Context: an optimization exercise on an open-source flow, tuned for small area. The choices shown serve that exercise and are no tape-out recipe. At most, simulation tests tie the RTL to the original design; equivalence was not proved. Only the layout flow was run in run 1; the RTL was not checked for function there.

## flow/design.v (module list and top-level ports; edited modules follow where they fit)
// module matched_filter_despreader_sync: 1154 lines
// module mfd_fa: 6 lines
// module mfd_xnor: 5 lines
// module mfd_or: 5 lines
// module mfd_ha: 6 lines
module matched_filter_despreader_sync (sample_i, sample_q, input_sample_valid,clk,reset,
										despread_sample_i, despread_sample_q, despread_sample_valid);
  // ...
==> flow/flow/run.sh <==
#!/bin/bash
# Own flow: the standard layout, with a leaner clock tree (no dummy loads,
# clusters of about 16 sinks per clkbuf_8) and the smallest buffer on each port.
# The ORFS output goes to standard.log in this folder.
export CTS_ARGS="-sink_clustering_enable -repair_clock_nets -dont_use_dummy_load -buf_list sky130_fd_sc_hd__clkbuf_8 -sink_clustering_size 16 -sink_clustering_max_diameter 50"
export BUFFER_PORTS_ARGS="-buffer_cell sky130_fd_sc_hd__buf_1"
bash standard.sh > standard.log 2>&1
==> flow/standard.sh <==
#!/bin/bash
# synth_recipe.tcl (not shown) runs the flow's synth.tcl, then flattens the netlist and writes it again
# the make line also repeats each setting of config.mk as NAME=value (left out here)
make -C /OpenROAD-flow-scripts/flow DESIGN_CONFIG=/design/flow/config.mk WORK_HOME=/design/flow/orfs CLKGATE_MAP_FILE= SYNTH_SCRIPT=/design/flow/synth_recipe.tcl "${@:-finish}"
==> flow/config.mk <==
export PLATFORM = sky130hd
export DESIGN_NAME = matched_filter_despreader_sync
export DESIGN_NICKNAME = matched_filter_despreader_sync
export VERILOG_FILES = /design/flow/design.v
export SDC_FILE = /design/flow/constraint.sdc
export NUM_CORES = 4
export LEC_CHECK = 0
export CAP_MARGIN = 20
export CORE_MARGIN = 2
export CORE_UTILIZATION = 85
export SLEW_MARGIN = 20
export SYNTH_HIERARCHICAL = 1
==> flow/constraint.sdc <==
create_clock -name core_clock -period 10.0 [get_ports {clk}]
set_input_delay 2.0000 -clock core_clock [delete_from_list [all_inputs] [get_ports {clk}]]
set_output_delay 2.0000 -clock core_clock [all_outputs]
set_load 0.01 [all_outputs]
==> flow_summary.ini, run 1 <==
[timing]
worstMarginPinSlew_ns = 1.252
worst_slack_ns = 0.6078
whs_ns = 0.4200

[global_route]
grt_pass1_vias = 20813
grt_pass1_wl_um = 121800
grt_overflow = 0
grt_util_met1 = 0.5879
grt_max_degree = 271

[clock_tree]
cts_resized = 0
clock-root-buffer = clkbuf_8
cts_tree = done

[worst_setup_path]
reg2reg_depth = 23
cp.depth = 23
startpoint = cnt[1]$_DFFE_PP0P_
timing.critical_path.to = ti[14]$_DFF_P_

[yosys]
synth_compound_area_frac = 0.1845
synth_edf_count = 0
synth_most_common_cell = dfxtp_1
synth_xor_xnor_area_share = 0.006682
syn_nets = 2703
synthesis.area_um2 = 30150
synth_seq_cells = 684
yosysWarningCount = 7

[layout]
final_common_cell = dfxtp_1
drive_above_1_share = 0.06956
fin_nets = 2687
reg_top3 = ci (320), cq (320)
diodes = 2
num-multi-input-gates = 1355

[route]
met2WireLength_um = 39970
wl_um = 86410

[status]
outcome = no timing/DRC/antenna violations

[hold_path]
hold_path_depth = 1
hp-class = flip-flop to flip-flop

[floorplanning]
chipHeight_um = 192.3

[place]
dp.cells = 2656
==> inputs of run 2 (changes only) <==
--- a/flow/design.v
+++ b/flow/design.v
@@ -42,24 +42,24 @@
 wire [15:0] li = {sample_i[3:0], sample_i[7:4], sample_i[11:8], ~sample_i[15], sample_i[14:12]};
 wire [15:0] lq = {sample_q[3:0], sample_q[7:4], sample_q[11:8], ~sample_q[15], sample_q[14:12]};
 always @(posedge clk) begin
 	ci[15:0] <= input_sample_valid ? li : {ci[11:0], ti[3:0]};
 	cq[15:0] <= input_sample_valid ? lq : {cq[11:0], tq[3:0]};
 	ci[319:16] <= ({304{en}} & ci[315:12]) | ({304{enn}} & ci[319:16]);
 	cq[319:16] <= ({304{en}} & cq[315:12]) | ({304{enn}} & cq[319:16]);
 end
-wire gi0 = ci[12] & v0;
-wire gi1 = ci[13] & v0;
-wire gi2 = ci[14] & v0;
-wire gi3 = v0 ? ci[15] : s3;
-wire gi4 = ~(ci[12] & v0);
-wire gi5 = ~(ci[13] & v0);
-wire gi6 = ~(ci[14] & v0);
-wire gi7 = v0 ? ~ci[15] : ~s3;
+wire gi0 = ci[12];
+wire gi1 = ci[13];
+wire gi2 = ci[14];
+wire gi3 = ci[15];
+wire gi4 = ~ci[12];
+wire gi5 = ~ci[13];
+wire gi6 = ~ci[14];
+wire gi7 = ~ci[15];
 wire gi8 = ~(ci[28] & v1);
 wire gi9 = ~(ci[29] & v1);
 wire gi10 = ~(ci[30] & v1);
 wire gi11 = v1 ? ~ci[31] : ~s3;
 wire gi12 = ci[44] & v2;
 wire gi13 = ci[45] & v2;
 wire gi14 = ci[46] & v2;
 wire gi15 = v2 ? ci[47] : s3;
@@ -590,24 +590,24 @@
 mfd_or u_ai529 (.a(ai519), .b(pi183), .y(ai529));
 wire ai530, ai531;
 mfd_fa u_ai530 (.a(ai521), .b(ai528), .c(ai523), .s(ai530), .co(ai531));
 wire ai532, ai533;
 mfd_fa u_ai532 (.a(ai530), .b(ai525), .c(ai527), .s(ai532), .co(ai533));
 wire ai534, ai535;
 mfd_fa u_ai534 (.a(ai529), .b(ai531), .c(ai533), .s(ai534), .co(ai535));
 wire ai536 = ~ai535;
-wire gq537 = cq[12] & v0;
-wire gq538 = cq[13] & v0;
-wire gq539 = cq[14] & v0;
-wire gq540 = v0 ? cq[15] : s3;
-wire gq541 = ~(cq[12] & v0);
-wire gq542 = ~(cq[13] & v0);
-wire gq543 = ~(cq[14] & v0);
-wire gq544 = v0 ? ~cq[15] : ~s3;
+wire gq537 = cq[12];
+wire gq538 = cq[13];
+wire gq539 = cq[14];
+wire gq540 = cq[15];
+wire gq541 = ~cq[12];
+wire gq542 = ~cq[13];
+wire gq543 = ~cq[14];
+wire gq544 = ~cq[15];
 wire gq545 = ~(cq[28] & v1);
 wire gq546 = ~(cq[29] & v1);
 wire gq547 = ~(cq[30] & v1);
 wire gq548 = v1 ? ~cq[31] : ~s3;
 wire gq549 = cq[44] & v2;
 wire gq550 = cq[45] & v2;
 wire gq551 = cq[46] & v2;
 wire gq552 = v2 ? cq[47] : s3;
==> flow/config.mk (replaced) <==
export PLATFORM = sky130hd
export DESIGN_NAME = matched_filter_despreader_sync
export DESIGN_NICKNAME = matched_filter_despreader_sync
export VERILOG_FILES = /design/flow/design.v
export SDC_FILE = /design/flow/constraint.sdc
export NUM_CORES = 4
export LEC_CHECK = 0
export CAP_MARGIN = 20
export CORE_MARGIN = 2
export CORE_UTILIZATION = 90
export SLEW_MARGIN = 20
export SYNTH_HIERARCHICAL = 1
==> run 2 against run 1 <==
Compared with the run above: utilization is 5.2 points higher; sequential share of layout area is 0.16 points higher; final cell count is 0.77% lower; routed wire length is 8.2% higher; now fails the layout checks on setup timing; critical path type unchanged; worst setup slack worse by 0.61 ns; critical endpoint unchanged; register-to-register slack worse by 0.61 ns; via count is 4.4% higher.
==> flow_summary.ini, run 2 <==
[status]
outcome = finished with violations
check.faults = setup timing

[timing]
finalSetupViolations = 1
max_freq_mhz = 99.95
finalHoldViolations = 0
skew_ns = 0.06876
period_share = 1.000
slew_viol_final = 0
worst_slew_margin_rel = 0.2010
worst_slack_ns = -0.004532
worstMarginPinSlew_ns = 1.198
rsz0062_at_grt = no
period_minus_slack_ns = 10.00

[clock_tree]
clk_pin_slew_worst_paths_ns = 0.11
clock-root-buffer = clkbuf_8
insertion_delay_ns = 0.69
hold_buffers = 0
clockBufferDepth = 3
clkSinkCount = 684
cts_tree = done
cts_buffers = 50
cts_htree_levels = 2

[worst_setup_path]
timing.critical_path.to = ti[14]$_DFF_P_
crit_family = adder cells
cp_max_fo = 11
rr_endpoint = ti[14]$_DFF_P_
cpMaxStageDelayCell = fa_1
end_kind = flip-flop
startpoint = cnt[1]$_DFFE_PP0P_
crit_buf_inv = 1
crit_chain = inv_1 -> ha_1 -> o21bai_1 -> o21ai_2 -> nand2_1 -> or2_1 -> fa_1 -> fa_1 -> fa_1 -> fa_1 -> fa_1 -> fa_1 -> fa_1 -> fa_1 -> fa_1 -> fa_1 -> fa_1 -> ha_1 -> fa_1 -> ha_1 -> fa_1 -> fa_1
cp_common_cell = fa_1
cp.arrival_ns = 10.55
cp.depth = 22
required_ns = 10.55
worstSetupPathType = flip-flop to flip-flop
reg2reg_from = cnt[1]$_DFFE_PP0P_
reg2reg_depth = 22
critPathLaunchType = flip-flop
r2r_setup_slack_ns = -0.005
max_stage_delay_ns = 0.73

[route]
firstDrtPassIters = 17
wl_per_cell_um = 34.72
wl_um = 93510
postRouteAntennaNets = 0
vias = 21417
drtIter0Drc = 3739
routed_via_density = 7.953
drc = 0

[job]
maxCapViolCount = 0

[place]
routabilityCongestion = 1.176
numPortBuffers = 99
dpl.hpwl_um = 56860

[layout]
register_area_um2 = 13760
reg_top3 = ci (320), cq (320)
fin_util = 0.9501
n_fill_cell = 667
multi_input_area_um2 = 15320
layout_common_cells = 672 x dfxtp_1, 608 x a22o_1, 364 x fa_1
areaGrowthSynthToFinish_pct = 3.230
drive_above_1_share = 0.06920
final_common_cell = dfxtp_1
fin_nets = 2670

[global_route]
grt_max_degree = 254
grt_usage = 0.5508
grt_pass1_wl_um = 139800
grt_pass1_vias = 22684
antenna_found_initial = 12
grt_overflow = 0

[yosys]
post_synth_num_cell_types = 43
synth_top_area_share = 0.4470
yosys-top-cells-count = 672 x dfxtp_1, 608 x a22o_1, 364 x fa_1
synth_edf_count = 0
yosysWarningCount = 7
syn_nets = 2689
synth_seq_cells = 684
yosysTopAreaCell = dfxtp_1
synthTopCellsByArea = dfxtp_1 45%, fa_1 24%, a22o_1 18%
syn_inst = 2261
synth_most_common_cell = dfxtp_1
async_reset_ff_frac = 0.01754
synth_flop_cell = dfxtp_1
ys_seq_area_frac = 0.4570
syn_avg_cell_area_um2 = 13.31
synthesis.area_um2 = 30100

[hold_path]
hp-class = flip-flop to flip-flop
hold_path_depth = 0

[floorplanning]
chipHeight_um = 186.9
ios = 100
die-area_um2 = 34920
fp-row-count = 66
start_util = 0.9204
die_w_um = 186.9
core-area_um2 = 32700
## run 2: cell types whose count changed in the layout (fill, tap and decap cells not counted), sizes merged
cell    change
nor2        -1
nor2b       +4
clkbuf      -3
inv         +2
nand2      -10
diode       +9
and2b       -4
or4b        -1
a21oi       -2
nand3       -1
buf         -1
## run 2: worst min path at each step
stage                             from            to  slack, ns
after floorplan           s2$_DFF_PP0_  s3$_DFF_PP0_       0.35
after global placement    s1$_DFF_PP0_  s2$_DFF_PP0_       0.35
after detailed placement  s2$_DFF_PP0_  s3$_DFF_PP0_       0.36
after CTS                 s2$_DFF_PP0_  s3$_DFF_PP0_       0.39
after global routing      s1$_DFF_PP0_  s2$_DFF_PP0_       0.40
final                     s1$_DFF_PP0_  s2$_DFF_PP0_       0.39
## run 2: per-layer routing
metal	routed length [um]	track usage	vias to the layer above	share of wire
met2	40370	0.7902	2284	0.43
li1	-	-	7963	-
met3	15400	0.2942	946	0.16
met5	92	0.03159	-	0.00098
met4	9453	0.4319	8	0.10
met1	28190	0.6135	10216	0.30
## run 2: through the flow
stage	cell area, um2	hold slack, ns	setup TNS, ns	instances	worst slack (ns)
3_5_place_dp	30320	0.3572	0	2628	0.5338
4_1_cts	31000	0.3917	0	2678	0.2909
3_3_place_gp	30320	0.3518	0	2628	1.070
6_report	31070	0.3940	-0.004532	2693	-0.004532
5_1_grt	31040	0.3983	0	2682	0.01993
2_1_floorplan	30100	0.3456	0	2261	1.483
## run 2: final cells by class
type	instances	area share
diodes	11	0.0008860
flip-flops and latches	684	0.4430
multi-input cells	1340	0.4930
well taps	442	0.01780
repair buffers	118	0.01740
inverters	48	0.005799
clock buffers	50	0.02215
## run 2: logic make-up (layout without fill, tap and decap cells)
logic type / Yosys count / count (layout) / synth area share
xor gates and xnor gates: 23 / 23 / 0.006693
buffers and inverters: 237 / 216 / 0.03434
muxes: 70 / 70 / 0.02528
other: 0 / 11 / 0
and+or+nand+nor: 214 / 214 / 0.03721
AOI/OAI and AO/OA: 640 / 640 / 0.1853
DFF: 684 / 684 / 0.4570
adders and majority gates: 393 / 393 / 0.2542
## run 2: Yosys stat by module (local to each module, per instance)
module                          flip-flops and latches  cells  area [um2]
matched_filter_despreader_sync                     684   1829       22180
mfd_or                                               0      1       6.256
mfd_fa                                               0      1       20.02
mfd_xnor                                             0      1       8.758
mfd_ha                                               0      1       12.51
## run 2: timing repair
action,CTS,global route
endpoints found under the hold margin,0,0
resized for setup,0,1
endpoints found under the setup margin,0,4
buffers inserted,0,4
==> inputs of run 3 (changes only) <==
--- a/flow/config.mk
+++ b/flow/config.mk
@@ -9,3 +9,3 @@
 export CORE_MARGIN = 2
-export CORE_UTILIZATION = 90
+export CORE_UTILIZATION = 85
 export SLEW_MARGIN = 20
==> run 3 against run 2 <==
Compared with the run above: the run now finishes clean; die area is 5.8% higher; fmax increased by 4.6%; global-route usage is 13 points lower; worst setup slack improved by 0.44 ns; final area about the same; critical path type unchanged; highest routed layer unchanged.
==> flow_summary.ini, run 3 <==
[yosys]
yosysWarningCount = 7
synth_seq_cells = 684
synth_top_area_share = 0.4470
synth_most_common_cell = dfxtp_1
syn_inst = 2261
async_reset_ff_frac = 0.01754
yosys-top-cells-count = 672 x dfxtp_1, 608 x a22o_1, 364 x fa_1
synth_edf_count = 0
syn_avg_cell_area_um2 = 13.31
synthTopCellsByArea = dfxtp_1 45%, fa_1 24%, a22o_1 18%
syn_nets = 2689
synthesis.area_um2 = 30100
ys_seq_area_frac = 0.4570
post_synth_num_cell_types = 43
yosysTopAreaCell = dfxtp_1
synth_flop_cell = dfxtp_1

[worst_setup_path]
cp.arrival_ns = 10.05
cp_max_fo = 11
cp.depth = 22
reg2reg_from = cnt[1]$_DFFE_PP0P_
required_ns = 10.49
cp_common_cell = fa_1
worstSetupPathType = flip-flop to flip-flop
cpMaxStageDelayCell = dfrtp_1
max_stage_delay_ns = 0.60
crit_buf_inv = 1
end_kind = flip-flop
rr_endpoint = tq[14]$_DFF_P_
crit_chain = inv_1 -> ha_1 -> o21bai_1 -> o21ai_2 -> mux2i_1 -> fa_1 -> fa_1 -> fa_1 -> fa_1 -> fa_1 -> fa_1 -> fa_1 -> fa_1 -> fa_1 -> fa_1 -> fa_1 -> fa_1 -> ha_1 -> fa_1 -> ha_1 -> fa_1 -> fa_1
critPathLaunchType = flip-flop
r2r_setup_slack_ns = 0.44
reg2reg_depth = 22
crit_family = adder cells

[job]
maxCapViolCount = 0

[global_route]
grt_overflow = 0
grt_pass1_vias = 19653
grt_usage = 0.4160
antenna_found_initial = 3
grt_pass1_wl_um = 112800
grt_max_degree = 195

[route]
wl_per_cell_um = 27.08
drtIter0Drc = 2465
firstDrtPassIters = 8
wl_um = 72980
wl_met3_um = 9158
top_layer = met5
wl_met1_um = 26580
drc = 0
routed_via_density = 7.043
vias = 18982
met2WireLength_um = 32330
postRouteAntennaNets = 0

[floorplanning]
die-area_um2 = 36930
core-area_um2 = 34710
start_util = 0.8670
ios = 100
chipHeight_um = 192.2
die_w_um = 192.2
fp-row-count = 68

[clock_tree]
clockBufferDepth = 3
cts_resized = 0
cts_tree = done
clk_pin_slew_worst_paths_ns = 0.11
insertion_delay_ns = 0.68
hold_buffers = 0
clkSinkCount = 684
cts_htree_levels = 2
clock-root-buffer = clkbuf_8
post_cts_buffers = 0
cts_buffers = 52

[layout]
drive_above_1_share = 0.06878
layout_common_cells = 672 x dfxtp_1, 608 x a22o_1, 364 x fa_1
design_area_um2 = 31050
final_common_cell = dfxtp_1
fin_nets = 2669
multi_input_area_um2 = 15310
register_area_um2 = 13760
reg_top3 = ci (320), cq (320)
fin_util = 0.8944
areaGrowthSynthToFinish_pct = 3.151
n_fill_cell = 1437

[timing]
period_share = 0.9560
rsz0062_at_grt = no
finalHoldViolations = 0
skew_ns = 0.06779
whs_ns = 0.3826
slew_viol_final = 0
setup_tns_ns = 0
finalSetupViolations = 0
worstMarginPinSlew_ns = 1.104
worst_slew_margin_rel = 0.2642
period_minus_slack_ns = 9.560
max_freq_mhz = 104.6

[place]
routabilityCongestion = 1.236
dpl.hpwl_um = 51860
placed_cell_area_um2 = 30330
numPortBuffers = 99

[hold_path]
min_from = s1$_DFF_PP0_
hp-class = flip-flop to flip-flop
hold_path_depth = 0
min_to = s2$_DFF_PP0_

[status]
outcome = no timing/DRC/antenna violations
## run 3: how the worst max path moves through the flow
stage          slack [ns]               start             end
2_1_floorplan        1.48  cnt[1]$_DFFE_PP0P_  ti[14]$_DFF_P_
3_3_place_gp         1.06  cnt[0]$_DFFE_PP0P_  tq[14]$_DFF_P_
3_5_place_dp         0.71  cnt[1]$_DFFE_PP0P_  tq[14]$_DFF_P_
4_1_cts              0.51  cnt[1]$_DFFE_PP0P_  tq[14]$_DFF_P_
5_1_grt              0.24  cnt[1]$_DFFE_PP0P_  tq[14]$_DFF_P_
6_report             0.44  cnt[1]$_DFFE_PP0P_  tq[14]$_DFF_P_
## run 3: routing by layer
metal  global-route usage  vias to the layer above
li1                     -                     7937
met1               0.5441                     9404
met2               0.6107                     1257
met3               0.1436                      378
met4               0.2384                        6
met5                    0                        -
## run 3: final cells by class
| class | instances | share of cell area |
|---|---|---|
| repair buffers | 115 | 0.01628 |
| flip-flops and latches | 684 | 0.4433 |
| clock buffers | 52 | 0.02305 |
| diodes | 1 | 0.00008060 |
| inverters | 48 | 0.005803 |
| well taps | 455 | 0.01834 |
| multi-input cells | 1340 | 0.4931 |
## run 3: kinds of logic (layout without fill, tap and decap cells)
| family | count (synthesis) | in the layout | share of synthesized area |
|---|---|---|---|
| buffers and inverters | 237 | 215 | 0.03434 |
| AO/OA/AOI/OAI | 640 | 640 | 0.1853 |
| XOR/XNOR | 23 | 23 | 0.006693 |
| multiplexers | 70 | 70 | 0.02528 |
| adder cells (fa/ha/maj) | 393 | 393 | 0.2542 |
| other | 0 | 1 | 0 |
| AND/OR/NAND/NOR | 214 | 214 | 0.03721 |
| flip-flops | 684 | 684 | 0.4570 |
## run 3: modules after synthesis, one instance, submodules excluded
| module | area (um2) | copies in the design | flip-flops and latches | cells inside |
|---|---|---|---|---|
| mfd_ha | 12.51 | 24 | 0 | 1 |
| mfd_xnor | 8.758 | 22 | 0 | 1 |
| mfd_fa | 20.02 | 364 | 0 | 1 |
| mfd_or | 6.256 | 22 | 0 | 1 |
| matched_filter_despreader_sync | 22180 | 1 | 684 | 1829 |
## run 3: through the flow
step / worst slack, ns / cells
after floorplan: 1.483 / 2261
after global placement: 1.062 / 2642
after detailed placement: 0.7085 / 2642
after CTS: 0.5098 / 2694
after global routing: 0.2450 / 2694
final: 0.4396 / 2695
==> inputs of run 4 (changes only) <==
==> flow/flow/run.sh (replaced) <==
#!/bin/bash
# Own flow: the standard layout, with a leaner clock tree (no dummy loads,
# clusters of about 14 sinks per clkbuf_8) and the smallest buffer on each port.
# The ORFS output goes to standard.log in this folder.
export CTS_ARGS="-sink_clustering_enable -repair_clock_nets -dont_use_dummy_load -buf_list sky130_fd_sc_hd__clkbuf_8 -sink_clustering_size 14 -sink_clustering_max_diameter 45"
export BUFFER_PORTS_ARGS="-buffer_cell sky130_fd_sc_hd__buf_1"
bash standard.sh > standard.log 2>&1
==> run 4 against run 3 <==
Compared with the run above: final cell count rose by 0.26%; sequential share of layout area is 0.15 points lower; first-iteration DRC count is 14% lower; fmax up 1.3%; clock skew grew 0.0067 ns; worst setup slack gained 0.13 ns; via count shrank 1.1%; flip-flop and latch count is the same; final area rose by 0.35%; highest routed layer is now met4.
==> flow_summary.ini, run 4 <==
[status]
outcome = no timing/DRC/antenna violations

[route]
wl_per_cell_um = 26.24
vias = 18774
postRouteAntennaNets = 0
drtIter0Drc = 2110
drc = 0
firstDrtPassIters = 9
routed_via_density = 6.948
wl_um = 70910

[layout]
drive_above_1_share = 0.07210
diodes = 0
areaGrowthSynthToFinish_pct = 3.509
layout_common_cells = 672 x dfxtp_1, 608 x a22o_1, 364 x fa_1
fin_cells = 2702
fin_nets = 2677
reg_top3 = ci (320), cq (320)
final_common_cell = dfxtp_1
fin_util = 0.8975

[global_route]
grt_pass1_vias = 19662
grt_usage = 0.4026
grt_pass1_wl_um = 109900
antenna_found_initial = 2
grt_overflow = 0
grt_max_degree = 195

[place]
routabilityCongestion = 1.236
numPortBuffers = 99
dp.cells = 2642
dpl.hpwl_um = 51860

[clock_tree]
clock-root-buffer = clkbuf_8
cts_buffers = 60
hold_buffers = 0
cts_resized = 0
post_cts_buffers = 0
cts_tree = done
insertion_delay_ns = 0.70
clk_pin_slew_worst_paths_ns = 0.09
clkSinkCount = 684
cts_htree_levels = 2
clockBufferDepth = 3

[worst_setup_path]
critPathLaunchType = flip-flop
required_ns = 10.51
max_stage_delay_ns = 0.54
cp_max_fo = 11
reg2reg_depth = 22
cpMaxStageDelayCell = dfrtp_1
cp.arrival_ns = 9.94
worstSetupPathType = flip-flop to flip-flop
crit_chain = ha_1 -> and3_1 -> ha_1 -> nor2_1 -> and2_1 -> fa_1 -> fa_1 -> fa_1 -> fa_1 -> fa_1 -> fa_1 -> fa_1 -> fa_1 -> fa_1 -> fa_1 -> fa_1 -> fa_1 -> ha_1 -> fa_1 -> ha_1 -> fa_1 -> fa_1
end_kind = flip-flop
cp.depth = 22
crit_buf_inv = 0
cp_common_cell = fa_1
crit_family = adder cells

[floorplanning]
die-area_um2 = 36930
start_util = 0.8670
core-area_um2 = 34710
die_w_um = 192.2
ios = 100
chipHeight_um = 192.2
fp-row-count = 68

[yosys]
synthTopCellsByArea = dfxtp_1 45%, fa_1 24%, a22o_1 18%
synthesis.area_um2 = 30100
yosys-top-cells-count = 672 x dfxtp_1, 608 x a22o_1, 364 x fa_1
syn_nets = 2689
syn_avg_cell_area_um2 = 13.31
syn_inst = 2261
synth_edf_count = 0
synth_most_common_cell = dfxtp_1
synth_top_area_share = 0.4470
async_reset_ff_frac = 0.01754
yosysTopAreaCell = dfxtp_1
ys_seq_area_frac = 0.4570
yosysWarningCount = 7
synth_seq_cells = 684
post_synth_num_cell_types = 43
synth_flop_cell = dfxtp_1

[timing]
period_minus_slack_ns = 9.435
finalSetupViolations = 0
setup_tns_ns = 0
worst_slew_margin_rel = 0.2595
worstMarginPinSlew_ns = 1.111
period_share = 0.9435
skew_ns = 0.07452
slew_viol_final = 0
rsz0062_at_grt = no
finalHoldViolations = 0
max_freq_mhz = 106.0

[hold_path]
hold_path_depth = 0
hp-class = flip-flop to flip-flop

[job]
maxCapViolCount = 0
[run 4: per-stage QoR]
| step | hold slack (ns) | setup slack [ns] | instance area [um2] |
|---|---|---|---|
| floorplan | 0.3456 | 1.483 | 30100 |
| global placement | 0.3526 | 1.062 | 30330 |
| detailed placement | 0.3577 | 0.7085 | 30330 |
| CTS | 0.3806 | 0.6293 | 31150 |
| global route | 0.4046 | 0.3202 | 31150 |
| finish | 0.3901 | 0.5650 | 31150 |
[run 4: per-layer routing]
metal,GRT usage,share of wire,wire [um]
met1,0.5340,0.38,26760
met2,0.5932,0.45,31660
met3,0.1392,0.12,8717
met4,0.2090,0.053,3770
met5,0,0,0
[run 4: kinds of logic (layout without fill, tap and decap cells)]
group / count (synthesis) / after routing / synth area share
mux: 70 / 70 / 0.02528
xor+xnor: 23 / 23 / 0.006693
flops: 684 / 684 / 0.4570
buf+inv: 237 / 223 / 0.03434
simple gates: 214 / 214 / 0.03721
compound gates: 640 / 640 / 0.1853
fa+ha+maj: 393 / 393 / 0.2542
[run 4: cell type report]
class | count | area, um2
Clock buffer | 60 | 825.8
Fill cell | 1448 | 3560
Inverter | 48 | 180.2
Multi-Input combinational cell | 1340 | 15310
Sequential cell | 684 | 13760
Tap cell | 455 | 569.3
Timing Repair Buffer | 115 | 505.5
[run 4: worst register-to-register path, stage by stage, from the launching register on]
cell	delay, ns
dfrtp_1	0.54
ha_1	0.36
and3_1	0.23
ha_1	0.19
nor2_1	0.51
and2_1	0.31
fa_1	0.50
fa_1	0.40
fa_1	0.46
fa_1	0.51
fa_1	0.43
fa_1	0.53
fa_1	0.45
fa_1	0.52
fa_1	0.40
fa_1	0.42
fa_1	0.39
fa_1	0.47
ha_1	0.22
fa_1	0.38
ha_1	0.21
fa_1	0.39
fa_1	0.45
[run 4: path summary, 6_finish.rpt]
check                                   startpoint             end  slack, ns
worst max-delay path            cnt[0]$_DFFE_PP0P_  tq[14]$_DFF_P_       0.56
worst min-delay path                  s1$_DFF_PP0_    s2$_DFF_PP0_       0.39
worst max register to register  cnt[0]$_DFFE_PP0P_  tq[14]$_DFF_P_       0.56
worst min register to register        s1$_DFF_PP0_    s2$_DFF_PP0_       0.39
max in group asynchronous                    reset    en$_DFF_PP0_       8.22
min in group asynchronous                    reset    s1$_DFF_PP0_       1.33
[run 4: modules after synthesis (local to each module, per instance)]
module | flip-flops and latches | cell area, um2
matched_filter_despreader_sync | 684 | 22180
mfd_fa | 0 | 20.02
mfd_ha | 0 | 12.51
mfd_or | 0 | 6.256
mfd_xnor | 0 | 8.758

static timing again, ports no longer ideal:
How much do the figures lean on ideal ports? The routed layouts below were timed once more, with nothing changed but the port constraints.
Step 1: set_driving_cell puts a clkbuf_16 on clk and a buf_2 on each other input, an assumption about the parent block.
Step 2 adds t to the input delays and takes it off the output delays; t is the mean of the earliest and latest rising clock arrival at the registers after step 1. Input paths then give back, and output paths get back, about the clock's delay inside the block.
Three values: ideal, step 1, step 2; two values: the first two.
run | shift t [ns] | setup slack, ns | worst data-port slew with drivers (ns) | pins driven straight from the clock port
run 1 | 0.735 | 0.608 / 0.608 / 0.608 | 0.09 | 1
run 2 | 0.716 | -0.005 / -0.005 / -0.005 | 0.06 | 1
run 3 | 0.705 | 0.440 / 0.440 / 0.440 | 0.05 | 1
run 4 | 0.710 | 0.565 / 0.565 / 0.565 | 0.04 | 1
